This design comes from an exercise in tuning for small area on the open sky130 flow, not from production work.
The RTL was checked by simulation tests, not by an equivalence proof against the original design.
Power and IR drop assume default switching activity.

==> design/flow/design.v <==
`timescale 1ns / 1ps
module keypad_scan(
    input clk,
    input rst,
    input [3:0] col,           
    output reg [3:0] row,      
    output reg [3:0] key_code,
    output reg key_valid
);
    reg [9:0] cnt;
    reg [12:0] debounce_cnt;
    reg [3:0] last_col;
    reg [3:0] last_row;
    reg key_pressed;
    localparam SCAN_PERIOD   = 10'd125;         
    localparam DEBOUNCE_TIME = 13'd2500;        
    always @(posedge clk or posedge rst) begin
        if (rst) begin
            row <= 4'b1110;
            cnt <= 0;
            debounce_cnt <= 0;
            last_col <= 4'b1111;
            last_row <= 4'b1110;
            key_pressed <= 0;
            key_code <= 4'h0;
            key_valid <= 1'b0;
        end else begin
            if (!key_pressed)
                key_valid <= 1'b0;
            if (debounce_cnt == 0 && !key_pressed) begin
                if (cnt >= SCAN_PERIOD) begin
                    cnt <= 0;
                    row <= {row[2:0], row[3]};
                end else
                    cnt <= cnt + 1;
            end
            if (col != 4'b1111 && !key_pressed) begin
                if (debounce_cnt == 0) begin
                    last_col <= col;
                    last_row <= row;
                    debounce_cnt <= 1;
                end else if (debounce_cnt < DEBOUNCE_TIME) begin
                    debounce_cnt <= debounce_cnt + 1;
                end else begin
                    key_pressed <= 1'b1;
                    key_valid   <= 1'b1;
                    debounce_cnt <= 0;
                    case ({last_row, last_col})
                        8'b1110_1110: key_code <= 4'h1;
                        8'b1110_1101: key_code <= 4'h2;
                        8'b1110_1011: key_code <= 4'h3;
                        8'b1110_0111: key_code <= 4'hA;
                        8'b1101_1110: key_code <= 4'h4;
                        8'b1101_1101: key_code <= 4'h5;
                        8'b1101_1011: key_code <= 4'h6;
                        8'b1101_0111: key_code <= 4'hB;
                        8'b1011_1110: key_code <= 4'h7;
                        8'b1011_1101: key_code <= 4'h8;
                        8'b1011_1011: key_code <= 4'h9;
                        8'b1011_0111: key_code <= 4'hC;
                        8'b0111_1110: key_code <= 4'hE;  
                        8'b0111_1101: key_code <= 4'h0;
                        8'b0111_1011: key_code <= 4'hF;  
                        8'b0111_0111: key_code <= 4'hD;
                        default: key_code <= 4'h0;
                    endcase
                end
            end
            else if (col == 4'b1111) begin
                debounce_cnt <= 0;
                key_pressed <= 0;
                key_valid <= 0;
            end
        end
    end
endmodule
`timescale 1ns / 1ps
module digilock(
    input clk,
    input rst,
    input key_valid,
    input [3:0] key_code,
    output reg led0,
    output reg [2:0] wrong_leds
);
    localparam LOCKED           = 3'd0,
               UNLOCKED         = 3'd1,
               LOCKED_OUT       = 3'd2,
               CHANGE_PASS_OLD  = 3'd3,
               CHANGE_PASS_NEW  = 3'd4,
               CHANGE_PASS_CONF = 3'd5;
    reg [2:0] state, prev_state;
    reg [15:0] stored_pass, entered_pass, new_pass;
    reg [2:0] digit_cnt, wrong_cnt;
    reg [21:0] lockout_timer;
    reg [16:0] blink_cnt;      
    localparam LOCKOUT_TIME = 22'd375_000;    
    localparam BLINK_HALF   = 17'd62_500;     
    reg key_valid_d;
    wire key_pulse = key_valid & ~key_valid_d;
    always @(posedge clk or posedge rst)
        if (rst) key_valid_d <= 1'b0;
        else     key_valid_d <= key_valid;
    wire is_digit   = (key_code <= 4'd9);
    wire is_clear   = (key_code == 4'hA);  
    wire is_confirm = (key_code == 4'hB);  
    always @(posedge clk or posedge rst) begin
        if (rst)
            blink_cnt <= 0;
        else if (state == LOCKED_OUT ||
                 state == CHANGE_PASS_OLD ||
                 state == CHANGE_PASS_NEW ||
                 state == CHANGE_PASS_CONF)
            blink_cnt <= blink_cnt + 1;
        else
            blink_cnt <= 0;
    end
    wire blink = (blink_cnt < BLINK_HALF);
    always @(posedge clk or posedge rst) begin
        if (rst) begin
            state <= LOCKED;
            prev_state <= LOCKED;
            stored_pass <= 16'h1234;
            entered_pass <= 0;
            new_pass <= 0;
            digit_cnt <= 0;
            wrong_cnt <= 0;
            lockout_timer <= 0;
        end else begin
            if (state != prev_state) begin
                entered_pass <= 0;
                digit_cnt <= 0;
            end
            prev_state <= state;
            case (state)
                LOCKED: if (key_pulse) begin
                    if (is_digit && digit_cnt < 4) begin
                        entered_pass <= {entered_pass[11:0], key_code};
                        digit_cnt <= digit_cnt + 1;
                    end
                    else if (is_clear) begin
                        entered_pass <= 0;
                        digit_cnt <= 0;
                    end
                    else if (is_confirm && digit_cnt == 4) begin
                        if (entered_pass == stored_pass) begin
                            state <= UNLOCKED;
                            wrong_cnt <= 0;
                        end else begin
                            if (wrong_cnt == 2) begin
                                state <= LOCKED_OUT;
                                lockout_timer <= 0;
                                wrong_cnt <= 3;
                            end else
                                wrong_cnt <= wrong_cnt + 1;
                        end
                    end
                end
                UNLOCKED: if (key_pulse) begin
                    if (is_confirm)
                        state <= LOCKED;           
                    else if (is_clear)
                        state <= CHANGE_PASS_OLD;  
                end
                LOCKED_OUT: begin
                    if (lockout_timer >= LOCKOUT_TIME) begin
                        state <= LOCKED;
                        wrong_cnt <= 0;
                        lockout_timer <= 0;
                    end else
                        lockout_timer <= lockout_timer + 1;
                end
                CHANGE_PASS_OLD: if (key_pulse) begin
                    if (is_digit && digit_cnt < 4) begin
                        entered_pass <= {entered_pass[11:0], key_code};
                        digit_cnt <= digit_cnt + 1;
                    end
                    else if (is_confirm)
                        state <= (digit_cnt == 4 && entered_pass == stored_pass)
                                  ? CHANGE_PASS_NEW : LOCKED;
                    else if (is_clear)
                        state <= LOCKED;
                end
                CHANGE_PASS_NEW: if (key_pulse) begin
                    if (is_digit && digit_cnt < 4) begin
                        entered_pass <= {entered_pass[11:0], key_code};
                        digit_cnt <= digit_cnt + 1;
                    end
                    else if (is_confirm && digit_cnt == 4) begin
                        new_pass <= entered_pass;
                        state <= CHANGE_PASS_CONF;
                    end
                    else if (is_clear)
                        state <= LOCKED;
                end
                CHANGE_PASS_CONF: if (key_pulse) begin
                    if (is_digit && digit_cnt < 4) begin
                        entered_pass <= {entered_pass[11:0], key_code};
                        digit_cnt <= digit_cnt + 1;
                    end
                    else if (is_confirm) begin
                        if (digit_cnt == 4 && entered_pass == new_pass) begin
                            stored_pass <= new_pass;    
                            state <= UNLOCKED;
                            wrong_cnt <= 0;
                        end else
                            state <= LOCKED;
                    end
                    else if (is_clear)
                        state <= LOCKED;
                end
            endcase
        end
    end
    always @(*) begin
        case (state)
            UNLOCKED: begin
                led0 = 1'b1;
                wrong_leds = 3'b000;
            end
            LOCKED_OUT: begin
                led0 = 1'b0;
                wrong_leds = blink ? 3'b111 : 3'b000;  
            end
            CHANGE_PASS_OLD,
            CHANGE_PASS_NEW,
            CHANGE_PASS_CONF: begin
                led0 = blink;           
                wrong_leds = 3'b000;
            end
            default: begin
                led0 = 1'b0;
                wrong_leds[0] = (wrong_cnt >= 1);
                wrong_leds[1] = (wrong_cnt >= 2);
                wrong_leds[2] = (wrong_cnt >= 3);
            end
        endcase
    end
endmodule
`timescale 1ns / 1ps
module top(
    input clk,
    input rst,
    input [3:0] col,
    output [3:0] row,
    output led0,
    output [2:0] wrong_leds
);
    wire [3:0] key_code;
    wire key_valid;
    keypad_scan U1 (
        .clk(clk),
        .rst(rst),
        .col(col),
        .row(row),
        .key_code(key_code),
        .key_valid(key_valid)
    );
    digilock U2 (
        .clk(clk),
        .rst(rst),
        .key_valid(key_valid),
        .key_code(key_code),
        .led0(led0),
        .wrong_leds(wrong_leds)
    );
endmodule
==> design/flow/run.sh <==
#!/bin/bash
# synth_recipe.tcl (not shown) runs the flow's synth.tcl, then flattens the netlist and writes it again
# the make line also repeats each setting of config.mk as NAME=value (left out here)
make -C /OpenROAD-flow-scripts/flow DESIGN_CONFIG=/design/flow/config.mk WORK_HOME=/design/flow/orfs CLKGATE_MAP_FILE= SYNTH_SCRIPT=/design/flow/synth_recipe.tcl finish
==> design/flow/config.mk <==
export PLATFORM = sky130hd
export DESIGN_NAME = top
export DESIGN_NICKNAME = top
export VERILOG_FILES = /design/flow/design.v
export SDC_FILE = /design/flow/constraint.sdc
export NUM_CORES = 4
export LEC_CHECK = 0
export CAP_MARGIN = 20
export CORE_MARGIN = 2
export CORE_UTILIZATION = 40
export SLEW_MARGIN = 20
==> design/flow/constraint.sdc <==
create_clock -name core_clock -period 10.0 [get_ports {clk}]
set_input_delay 2.0000 -clock core_clock [delete_from_list [all_inputs] [get_ports {clk}]]
set_output_delay 2.0000 -clock core_clock [all_outputs]
set_load 0.01 [all_outputs]
==> impl_metrics.ini <==
[cts]
cts_htree_levels = 4
postCtsSetupBuffers = 0
clock_sinks = 141
clockRootBuffer = clkbuf_16
clockBufferDepth = 2
cts_buffers = 17
cts.repair.resized = 0
tritoncts = built
cts_hold_buffers = 0
clk_pin_slew_ns = 0.06
clk_latency_ns = 0.43

[detailed_routing]
drt_wl_total_um = 15200
dr.pass1.iters = 5
post_drt_wl_per_cell_um = 15.3
drc_errors = 0
vias_per_cell = 5.56
vias = 5542
detail-route-antenna-nets = 0
drt-initial-drc-count = 436

[logic_synthesis]
yosysTopAreaCell = dfrtp_1
synth_cells = 740
yosys-top-cells-area = dfrtp_1, dfstp_2, mux2_2
seq_area_frac_synth_pct = 47.4
synth_top_area_share_pct = 42.2
synth-edff-count = 0
ys_warn_count = 2
async_flop_share_pct = 100
synth-seq-cells = 141
ys_types = 71
syn-num-nets = 760
avgSynthCellArea_um2 = 10.1
ys.flop_type = dfrtp_1
syn_area_um2 = 7480

[sta]
finClkSkew_ns = 0.00939
fin_crit_sh_pct = 44.9
hold_viol_final = 0
slew_viol_final = 0
slew_headroom_pct = 37.1
max_freq_ghz = 0.223
tightest_slew_ns = 0.941
tns_ns = 0
finalSetupViolCount = 0
rsz0062_at_grt = false
period_needed_ns = 4.49

[floorplanning]
rows = 50
dieHeight_um = 141
coreArea_um2 = 18500
floorplan.initialDensity_pct = 40.4
die_area_um2 = 19800
ios = 14
fp.dieW_um = 141

[power_and_ir_drop]
total_power_mw = 1.58
power_density_nw_per_um2 = 186
leakage_nw = 3.64
irDropWorstVdd_mv = 0.166

[min_path]
min_path_type = reg2reg

[layout]
final_cell_mix = dfrtp_1, o21ai_0, nand2_1
final_common_cell = dfrtp_1
fin_nets = 769
diodes = 0
drive_above_1_share_pct = 15.1
fin_cells = 996
fillers = 1707
area_growth_syn_to_layout_pct = 13.4

[grt]
grt_overflow = 0
grt_max_degree = 88
grt_pass1_vias = 5407
antenna_found_initial = 0
grt_pass1_wl_um = 26200
gr-usage-all-layers_pct = 16.3

[setup_path]
critPathKind = reg2out
cp_data_arrival_time_ns = 2.49
critPathMaxFanout = 5
cp-start-kind = flip-flop
crit_required_ns = 8.00
end_kind = primary output

[place]
placedCellCount = 964
port_buffers = 13
hpwl_um = 10200
place_congestion = 0.877

[flow_run]
cap_viol_max_count = 0

[status]
status = no timing/DRC/antenna violations
-- cell families after synthesis --
| kind of cell | count (synthesis) | share of synthesized area [%] |
|---|---|---|
| simple gates | 251 | 17.7 |
| compound gates | 176 | 15.4 |
| xor+xnor | 58 | 6.79 |
| flops | 141 | 47.4 |
| mux | 44 | 7.13 |
| buf+inv | 56 | 3.23 |
| fa+ha+maj | 14 | 2.34 |
-- flip-flops by register name, summed over array words and instances (netlist names), 10 cells and up --
| register | cells |
|---|---|
| U2.lockout_timer | 22 |
| U2.blink_cnt | 17 |
| U2.entered_pass | 16 |
| U2.new_pass | 16 |
| U2.stored_pass | 16 |
| U1.debounce_cnt | 13 |
| U1.cnt | 10 |
-- area by class of cell --
class / instances / area, µm² / area share [%]
well taps: 234 / 293 / 3.45
inverters: 26 / 103 / 1.21
clock buffers: 22 / 484 / 5.71
repair buffers: 20 / 183 / 2.15
clock inverters: 10 / 184 / 2.17
flip-flops and latches: 141 / 3550 / 41.8
multi-input cells: 543 / 3690 / 43.5
-- worst paths after layout --
path | slack [ns] | to | depth (start not counted) | startpoint
worst max-delay path | 5.51 | wrong_leds[2] | 7 | U2.blink_cnt[9]
worst min-delay path | 0.50 | U1.last_row[1] | 2 | U1.row[1]
worst max register to register | 7.30 | U2.stored_pass[13] | 8 | U2.digit_cnt[0]
worst min register to register | 0.50 | U1.last_row[1] | 2 | U1.row[1]
max in group asynchronous | 6.71 | U2.blink_cnt[13] | 3 | rst
min in group asynchronous | 2.09 | U1.debounce_cnt[10] | 2 | rst
-- where the power goes --
group	internal, mW	leakage (nW)	switching, mW
Sequential	0.606	1.87	0.0586
Clock	0.469	0.322	0.240
Combinational	0.0741	1.45	0.128
-- synthesized netlist by cell type, drive strengths merged (3+ instances only) --
| master | instances |
|---|---|
| a2111oi | 4 |
| ha | 14 |
| nand2b | 3 |
| nor2 | 53 |
| xor2 | 29 |
| or2 | 4 |
| o21a | 6 |
| nand3b | 4 |
| nand3 | 34 |
| xnor2 | 29 |
| inv | 26 |
| o31ai | 4 |
| o21ai | 64 |
| dfstp | 15 |
| a22o | 19 |
| or3 | 7 |
| buf | 11 |
| clkbuf | 19 |
| a211oi | 3 |
| a31oi | 12 |
| and2 | 5 |
| and3 | 16 |
| mux2 | 44 |
| nor3 | 19 |
| dfrtp | 126 |
| nand2 | 56 |
| a21o | 7 |
| nor2b | 9 |
| a21oi | 30 |
| nor4 | 10 |
| nand4 | 21 |
| o2111ai | 3 |
| o41ai | 5 |
-- stage by stage --
step	cell area (µm²)	worst slack [ns]	hold slack, ns	util [%]
2_1_floorplan	7480	4.24	0.388	-
3_3_place_gp	7810	6.00	0.475	42.2
3_5_place_dp	7810	5.89	0.482	42.2
4_1_cts	8480	5.43	0.496	45.8
5_1_grt	8480	5.20	0.503	45.8
6_report	8480	5.51	0.502	45.8
-- critical path: stages, from the launching register on --
cell	delay, ns
dfrtp_1	0.42
nor4_1	0.29
nand2_1	0.08
a21o_1	0.19
a31oi_1	0.25
nand3_1	0.15
o21ai_0	0.13
clkdlybuf4s50_1	0.56
-- routing by layer --
layer / global-route usage [%] / vias up / share of wire (%)
met5: 0 / - / 0
met1: 21.8 / 2708 / 48
li1: - / 2712 / -
met2: 26.0 / 104 / 48
met4: 5.58 / 0 / 1.4
met3: 3.91 / 18 / 3.3

## static timing again, ports no longer ideal
No port has a modelled driver above. Below, the same layout with a new extraction and two added sets of constraints.
Step 1: set_driving_cell puts a clkbuf_16 on clk and a buf_2 on each other input, an assumption about the parent block.
Step 2 times the ports against the registers' clock, not the clock port: input delays grow and output delays shrink by t, the midpoint of the rising clock arrivals with the driver on.
Three values: ideal, step 1, step 2; two values: the first two.
t, ns: 0.466
slack for setup (ns): 5.506 / 5.463 / 5.929
worst hold slack (ns): 0.502 / 0.502 / 0.502
worst register clock-pin slew, ns: 0.06 / 0.06
After both steps setup and hold are still met in this run. For this run, drivers alone change the setup slack by -0.043 ns; drivers and shift together by +0.423 ns.
